What follows belongs to an exercise in optimizing a design on an open flow for small area; a production flow would make more cautious choices. Function was checked by simulation only, so behaviour that the tests miss may differ from the original.

## flow/design.v (module list and top-level ports; edited modules follow where they fit)
// module muladd: 595 lines
// module sid_dac: 137 lines
// module sid_tanh_tbl: 695 lines
// module sid_tanh: 117 lines
// module sid_filter: 234 lines
module sid_filter (
    input  logic               clk,
    input  logic               rst,
    input  logic [4:0]         cycle,
    input  logic [31:0]        freg,
    input  logic               cfg_model,
    input  logic [8:0]         cfg_fc_base,
    input  logic signed [10:0] cfg_fc_offset,
    input  logic signed [21:0] voice_i,
    output logic signed [19:0] audio_o
);
  // ...
==> flow/flow/run.sh <==
#!/bin/bash
# Own layout flow: the standard synthesis, then
#  - resynth.sh re-maps the combinational cells with an area-oriented ABC
#    script (registers and full adders untouched),
#  - fixfa.py removes inverters between full adders (choosing each full
#    adder's polarity; the logic and the registers stay the same),
#  - ports are buffered with the smallest buffer (buf_1),
# then the standard layout from the synthesized netlist on.
set -euo pipefail
R=orfs/results/${FLOW_PLATFORM}/sid_filter/base
LIB=$FLOW_HOME/platforms/${FLOW_PLATFORM}/lib/sky130_fd_sc_hd__tt_025C_1v80.lib
bash standard.sh synth > synth.log 2>&1
cp $R/1_2_yosys.v $R/1_2_yosys_orig.v
bash flow/resynth.sh $LIB $R/1_2_yosys_orig.v $R/1_2_yosys_rs.v flow/resynth.abc > resynth.log 2>&1
python3 flow/fixfa.py $R/1_2_yosys_rs.v $R/1_2_yosys_fixfa.v > fixfa.log 2>&1
cp $R/1_2_yosys_fixfa.v $R/1_2_yosys.v
touch $R/1_2_yosys.v
export BUFFER_PORTS_ARGS="-buffer_cell sky130_fd_sc_hd__buf_1"
bash standard.sh > layout.log 2>&1
==> flow/flow/fixfa.py <==
#!/usr/bin/env python3
"""Removes inverters between full adders in a Yosys netlist.

A full adder is self-dual: fa(~a, ~b, ~c) = ~fa(a, b, c).  Synthesis leaves
inverters where adders of different polarity meet; this picks, for each
fa cell, whether it works on true or complemented signals so that as few
inverters as possible are needed, and rewrites the netlist.  The circuit
stays logically the same; registers are untouched.
Usage: fixfa.py in.v out.v"""
import re, sys, collections

src = open(sys.argv[1]).read()
mod_start = src.index('module ')
hdr_end = src.index(';', mod_start) + 1
head, body = src[:hdr_end], src[hdr_end:]
ports = set(re.findall(r'^\s*(?:input|output|inout)\s+(?:\[[^\]]*\]\s*)?(\S+?)\s*;', body, re.M))

inst_re = re.compile(r'^  (sky130_fd_sc_hd__\w+) (\S+)\s+\((.*?)\n  \);\n', re.S | re.M)
insts = []
for m in inst_re.finditer(body):
    pins = re.findall(r'\.(\w+)\(([^()]*)\)', m.group(3))
    insts.append([m.group(1), m.group(2), [(p, n.strip()) for p, n in pins], m.start(), m.end()])

OUTP = {'X', 'Y', 'Q', 'Q_N', 'SUM', 'COUT', 'HI', 'LO'}
def is_inv(t): return re.match(r'sky130_fd_sc_hd__inv_\d+$', t)
def is_fa(t): return re.match(r'sky130_fd_sc_hd__fa_\d+$', t)

def base(n):
    # port bit names like audio_o[3] -> audio_o
    return n.split('[')[0].lstrip('\\')

def is_port_net(n):
    return base(n) in {base(p) for p in ports}

drv = {}
for k, (t, name, pins, _, _) in enumerate(insts):
    for p, n in pins:
        if p in OUTP:
            drv[n] = (k, p)

# Removable inverters: output not a port net.
inv = {}
for k, (t, name, pins, _, _) in enumerate(insts):
    if is_inv(t):
        d = dict(pins)
        if not is_port_net(d['Y']) and d['A'] and d['Y']:
            inv[k] = (d['A'], d['Y'])
inv_out = {y: a for k, (a, y) in inv.items()}

def root(n):
    pol = 0
    seen = 0
    while n in inv_out and seen < 64:
        n = inv_out[n]
        pol ^= 1
        seen += 1
    return n, pol

fas = [k for k, i in enumerate(insts) if is_fa(i[0])]
fa_idx = {k: j for j, k in enumerate(fas)}

# Loads: every input pin of a non-removed cell.
loads = []   # (inst k, pin index, root, pol, fa j or -1)
for k, (t, name, pins, _, _) in enumerate(insts):
    if k in inv:
        continue
    for pi, (p, n) in enumerate(pins):
        if p in OUTP or not n or n.startswith("1'"):
            continue
        r, pol = root(n)
        loads.append((k, pi, r, pol, fa_idx.get(k, -1)))

def src_fa(r):
    d = drv.get(r)
    if d and d[0] in fa_idx:
        return fa_idx[d[0]]
    return -1

by_root = collections.defaultdict(list)
for L in loads:
    by_root[L[2]].append(L)
roots = list(by_root)
root_src = {r: src_fa(r) for r in roots}
flip = [0] * len(fas)

def need(L, r):
    s = root_src[r]
    return L[3] ^ (flip[L[4]] if L[4] >= 0 else 0) ^ (flip[s] if s >= 0 else 0)

def root_cost(r):
    return 1 if any(need(L, r) for L in by_root[r]) else 0

# Roots touched by each fa: its input roots and its output roots.
touch = collections.defaultdict(set)
for L in loads:
    if L[4] >= 0:
        touch[L[4]].add(L[2])
for r in roots:
    if root_src[r] >= 0:
        touch[root_src[r]].add(r)

before = sum(root_cost(r) for r in roots)
changed = True
while changed:
    changed = False
    for j in range(len(fas)):
        rs = touch[j]
        c0 = sum(root_cost(r) for r in rs)
        flip[j] ^= 1
        c1 = sum(root_cost(r) for r in rs)
        if c1 < c0:
            changed = True
        else:
            flip[j] ^= 1
after = sum(root_cost(r) for r in roots)

# Rebuild.
newnets = {}
for r in roots:
    if root_cost(r):
        newnets[r] = None
cnt = 0
for r in list(newnets):
    cnt += 1
    newnets[r] = f'_fxinv{cnt}_'
for k, pi, r, pol, j in loads:
    L = (k, pi, r, pol, j)
    n = newnets[r] if need(L, r) else r
    p, _ = insts[k][2][pi]
    insts[k][2][pi] = (p, n)

out = []
pos = 0
for k, (t, name, pins, s, e) in enumerate(insts):
    out.append(body[pos:s])
    pos = e
    if k in inv:
        continue
    pl = ',\n'.join(f'    .{p}({n}{" " if n.startswith(chr(92)) else ""})' for p, n in pins)
    out.append(f'  {t} {name}{" " if name.startswith(chr(92)) else ""} (\n{pl}\n  );\n')
tail = body[pos:]
extra = ''.join(f'  wire {n};\n' for n in newnets.values())
extra += ''.join(f'  sky130_fd_sc_hd__inv_1 _fxi{i}_ (\n    .A({r}{" " if r.startswith(chr(92)) else ""}),\n    .Y({n})\n  );\n'
                 for i, (r, n) in enumerate(newnets.items()))
tail = tail.replace('endmodule', extra + 'endmodule', 1)
open(sys.argv[2], 'w').write(head + ''.join(out) + tail)
print(f'fixfa: {len(fas)} full adders, {sum(flip)} flipped; inverters {len(inv)} removed, {len(newnets)} added '
      f'(cost {before} -> {after})')
==> flow/flow/resynth.abc <==
&get -n
&st
&dch -f
&nf -R 1000 -p
&put
topo
stime -c
==> flow/flow/resynth.sh <==
#!/bin/bash
# Re-maps the combinational logic of a synthesized netlist with an
# area-oriented ABC script.  Flip-flops and full adders stay as they are
# (black boxes, same instance names); every other cell, half adders
# included, is read as its liberty function and mapped again.
# Usage: resynth.sh LIB in.v out.v abc_script
set -euo pipefail
LIB=$1; IN=$2; OUT=$3; SCR=$4
YOSYS=$(command -v yosys || echo "$FLOW_HOME/../tools/install/yosys/bin/yosys")
DU="-dont_use *lpflow* -dont_use *probe* -dont_use *clkbuf* -dont_use *clkinv* -dont_use *dlygate* -dont_use *dlymetal* -dont_use *clkdly*"
"$YOSYS" -p "read_liberty -ignore_miss_func $LIB; read_verilog $IN; hierarchy -top $FLOW_TOP; \
  blackbox sky130_fd_sc_hd__fa_* sky130_fd_sc_hd__df* sky130_fd_sc_hd__edf* sky130_fd_sc_hd__conb_*; \
  flatten; rename -hide w:*.*; opt_clean -purge; abc -liberty $LIB $DU -D ${FLOW_PERIOD_NS}000 -script $SCR; opt_clean; \
  hilomap -singleton -hicell sky130_fd_sc_hd__conb_1 HI -locell sky130_fd_sc_hd__conb_1 LO; \
  splitnets; opt_clean -purge; stat -liberty $LIB; write_verilog -noattr -nohex -nodec $OUT"
==> flow/standard.sh <==
#!/bin/bash
# synth_recipe.tcl (not shown) runs the flow's synth.tcl, then flattens the netlist and writes it again
# the make line also repeats each setting of config.mk as NAME=value (left out here)
make -C /OpenROAD-flow-scripts/flow DESIGN_CONFIG=/design/flow/config.mk WORK_HOME=/design/flow/orfs CLKGATE_MAP_FILE= SYNTH_SCRIPT=/design/flow/synth_recipe.tcl "${@:-finish}"
==> flow/config.mk <==
export PLATFORM = sky130hd
export DESIGN_NAME = sid_filter
export DESIGN_NICKNAME = sid_filter
export VERILOG_FILES = /design/flow/design.v
export SDC_FILE = /design/flow/constraint.sdc
export NUM_CORES = 4
export LEC_CHECK = 0
export ABC_AREA = 1
export CAP_MARGIN = 5
export CORE_MARGIN = 2
export CORE_UTILIZATION = 65
export CTS_BUF_LIST = sky130_fd_sc_hd__clkbuf_8
export PLACE_DENSITY = 0.75
export SLEW_MARGIN = 5
export SYNTH_MEMORY_MAX_BITS = 32768
==> flow/constraint.sdc <==
create_clock -name core_clock -period 18.0 [get_ports {clk}]
set_input_delay 3.6000 -clock core_clock [delete_from_list [all_inputs] [get_ports {clk}]]
set_output_delay 3.6000 -clock core_clock [all_outputs]
set_load 0.01 [all_outputs]
==> out/qor.yml, run 1 <==
drt:
  drt-pass1-iter-count: 11
  wl_met2_microns: 32700
  wl_met1_microns: 24200
  vias: 20400
clock_network:
  clk_latency_ps: 520
  cts_setup_buffers: 0
  ctsRootBufferMaster: "clkbuf_8"
  ctsHoldBuffers: 0
  cts_buffers: 17
global_routing:
  grt_usage: 0.443
  grt_pass1_vias: 20600
  grt_use_met1: 0.543
finish:
  multi_input_area_share: 0.686
  final_common_cell: "nand2_1"
  drive_gt1_frac: 0.0507
  nonClockInverterCount: 138
  n_all_buffers: 171
  clock_tree_area_fraction: 0.0181
  fill_cells: 2196
  reg_top3: "vd x24, vi x24, vf x17"
worst_setup_path:
  worst_setup_path_end_kind: "flop"
  critPathSlowestCell: "fa_1"
  ff2ff_setup_slack_ps: 520
  critPathMostFrequentCell: "fa_1"
  r2r_end: "v0[7]"
  r2r_start: "ph_lpbp"
  worst-path-max-fanout: 30
  path_class: "reg -> reg"
floorplanning:
  die_w_microns: 180
run_status:
  status: "finished clean"
placed_design:
  place.gp.congestion: 1.01
  dpl_cell_area_sq_um: 21600
sta:
  clock.fmax_mhz: 57.2
==> run 2, diff against run 1 <==
--- a/flow/config.mk
+++ b/flow/config.mk
@@ -8,8 +8,7 @@
 export ABC_AREA = 1
 export CAP_MARGIN = 5
 export CORE_MARGIN = 2
-export CORE_UTILIZATION = 65
-export CTS_BUF_LIST = sky130_fd_sc_hd__clkbuf_8
-export PLACE_DENSITY = 0.75
+export CORE_UTILIZATION = 70
+export PLACE_DENSITY = 0.8
 export SLEW_MARGIN = 5
 export SYNTH_MEMORY_MAX_BITS = 32768
==> out/qor.yml, run 2 <==
clock_network:
  clkTransAtPathRegs_ps: 80
  cts_max_level: 4
  clk_latency_ps: 460  # -60 ps
  clockBufferDepth: 2
  cts_tree: "done"
  cts_num_sinks: 184
  cts_buffers: 17  # unchanged
  ctsRootBufferMaster: "clkbuf_16"
run_status:
  status: "finished clean"
drt:
  vias: 21700  # +6.1%
  post_drt_wl_per_cell_microns: 27.7
  ant_nets: 0
  drt_iter0_markers: 4755
  drcViolationCount: 0
  routed_wl_microns: 79800
  drt-pass1-iter-count: 13  # +2
  via_per_inst: 7.52
floorplanning:
  rows: 61
  die_w_microns: 173  # -3.6%
  design.die.area_sq_um: 30100
  ios: 102
  core_sq_um: 28000
  initial_utilization: 0.717
  die_y_microns: 173
finish:
  reg_top3: "vd x24, vi x24, vf x17"
  post-route-util: 0.792
  final_nets: 2840
  fill_cells: 1621  # -26%
  syn2layout_area_growth_pct: 10.6
  final_common_cell: "nand2_1"
  layout_common_cells: "nand2_1 (389), a21oi_1 (288), fa_1 (269), nor2_1 (200), inv_1 (136)"
  drive_gt1_frac: 0.0512  # +0.000420
  final_cells: 2883
worst_setup_path:
  critPathMostFrequentCell: "fa_1"
  critPathMaxStageDelay_ps: 510
  r2r_cells: 53
  worst-path-max-fanout: 23  # -23%
  path_class: "reg -> reg"
  cp.depth: 53
  crit_required_ps: 18320
  worst_setup_path_end_kind: "flop"
  start_kind: "flop"
  critPathSlowestCell: "nand2_2"
  cp_top_family: "adder cells"
  critPathArrivalTime_ps: 17820
  critPathBufInv: 6
flow_run:
  cap_violations: 0
global_routing:
  grt_usage: 0.531  # +0.0881
  grt_pass1_wl_microns: 122000
  grt_pass1_vias: 21600  # +5.2%
  antenna_found_initial: 4
  grt_overflow: 0
  grt_max_degree: 99
sta:
  tns_ps: 0
  period_needed_ps: 17490
  slew_headroom: 0.147
  worst_clock_skew_ps: 19.0
  tightestPinTransition_ps: 1270
  clock.fmax_mhz: 57.2  # about the same
  timing.final.crit_share: 0.972
  grt_setup_unrepaired: "false"
  setup_viol: 0
  finalHoldViolCount: 0
  maxSlewViolCount: 0
placed_design:
  place_inst: 2848
  post-dp-hpwl_microns: 51800
  place.gp.congestion: 1.07  # +5.2%
  portBuffers: 93
synthesis:
  yosysWarnings: 1
  synth_cells: 2299
  syn-num-nets: 2650
  synth_area_sq_um: 20100
  avgSynthCellArea_sq_um: 8.73
min_path:
  holdPathStages: 2
  min_path_type: "reg -> reg"
==> run 2: metrics by stage <==
step | cell area (sq um) | hold slack, ps | worst slack [ps]
5_1_grt | 22200 | 474 | 141
3_3_place_gp | 21600 | 437 | 1510
6_report | 22200 | 464 | 508
2_1_floorplan | 20100 | 421 | 428
3_5_place_dp | 21600 | 448 | 966
4_1_cts | 22200 | 461 | 474
==> run 2: per-layer routing <==
layer | part of all wire | vias up | global-route usage
met1 | 0.29 | 9810 | 0.580
met5 | 0.0040 | - | 0.0801
met2 | 0.42 | 2439 | 0.782
li1 | - | 8538 | -
met3 | 0.18 | 868 | 0.271
met4 | 0.10 | 18 | 0.400
==> run 2: cell type report <==
cell class / count / area, sq um / share of cell area
clock inverter: 15 / 189 / 0.00851
tap: 378 / 473 / 0.0213
clock buffer: 17 / 425 / 0.0192
inverter: 137 / 518 / 0.0233
timing repair buffer: 171 / 936 / 0.0422
multi-input combinational: 1978 / 15100 / 0.680
antenna: 3 / 7.51 / 0.000338
sequential: 184 / 4550 / 0.205
==> run 2: what timing repair did <==
action / 4_1_cts / 5_1_grt
resized for setup: 0 / 2
hold buffers: 0 / 0
endpoints found under the setup margin: 0 / 15
setup buffers: 0 / 0
==> run 2: path summary, 6_finish.rpt <==
check,from,to,slack [ps]
setup / recovery,ph_lpbp,v0[8],510
setup reg to reg,ph_lpbp,v0[8],510
hold / removal,v2[7],v3[7],460
hold reg to reg,v2[7],v3[7],460
==> run 2: worst reg2reg max path: cells and delay by family, from the launching register on <==
family                     cells  cell delay [ps]
adders and majority gates     32            12850
and+or+nand+nor                8             2050
buffers and inverters          6             1000
AOI/OAI and AO/OA              6              950
DFF                            1              400
xor gates and xnor gates       1              170

what the ideal ports hide:
The results above use ideal ports. As a check the final layouts listed here were re-extracted and re-timed, cells and wires unchanged. Step 1, drivers: a clkbuf_16 drives clk and a buf_2 each remaining input, both assumed. Step 2, shift: input delay + t, output delay - t, t = (earliest + latest rising clock arrival at the registers) / 2. This alone moves slack from input paths to output paths. a / b / c = no drivers / after step 1 / after step 2; a / b = the first two.
run	t (ns)	setup WS [ns]	slew at the worst register clock pin (ns)	pins driven straight from the clock port
run 1	0.554	0.518 / 0.518 / 0.518	0.12 / 0.12	1
run 2	0.500	0.508 / 0.508 / 0.508	0.09 / 0.09	1
After both steps every run listed still meets setup and hold.
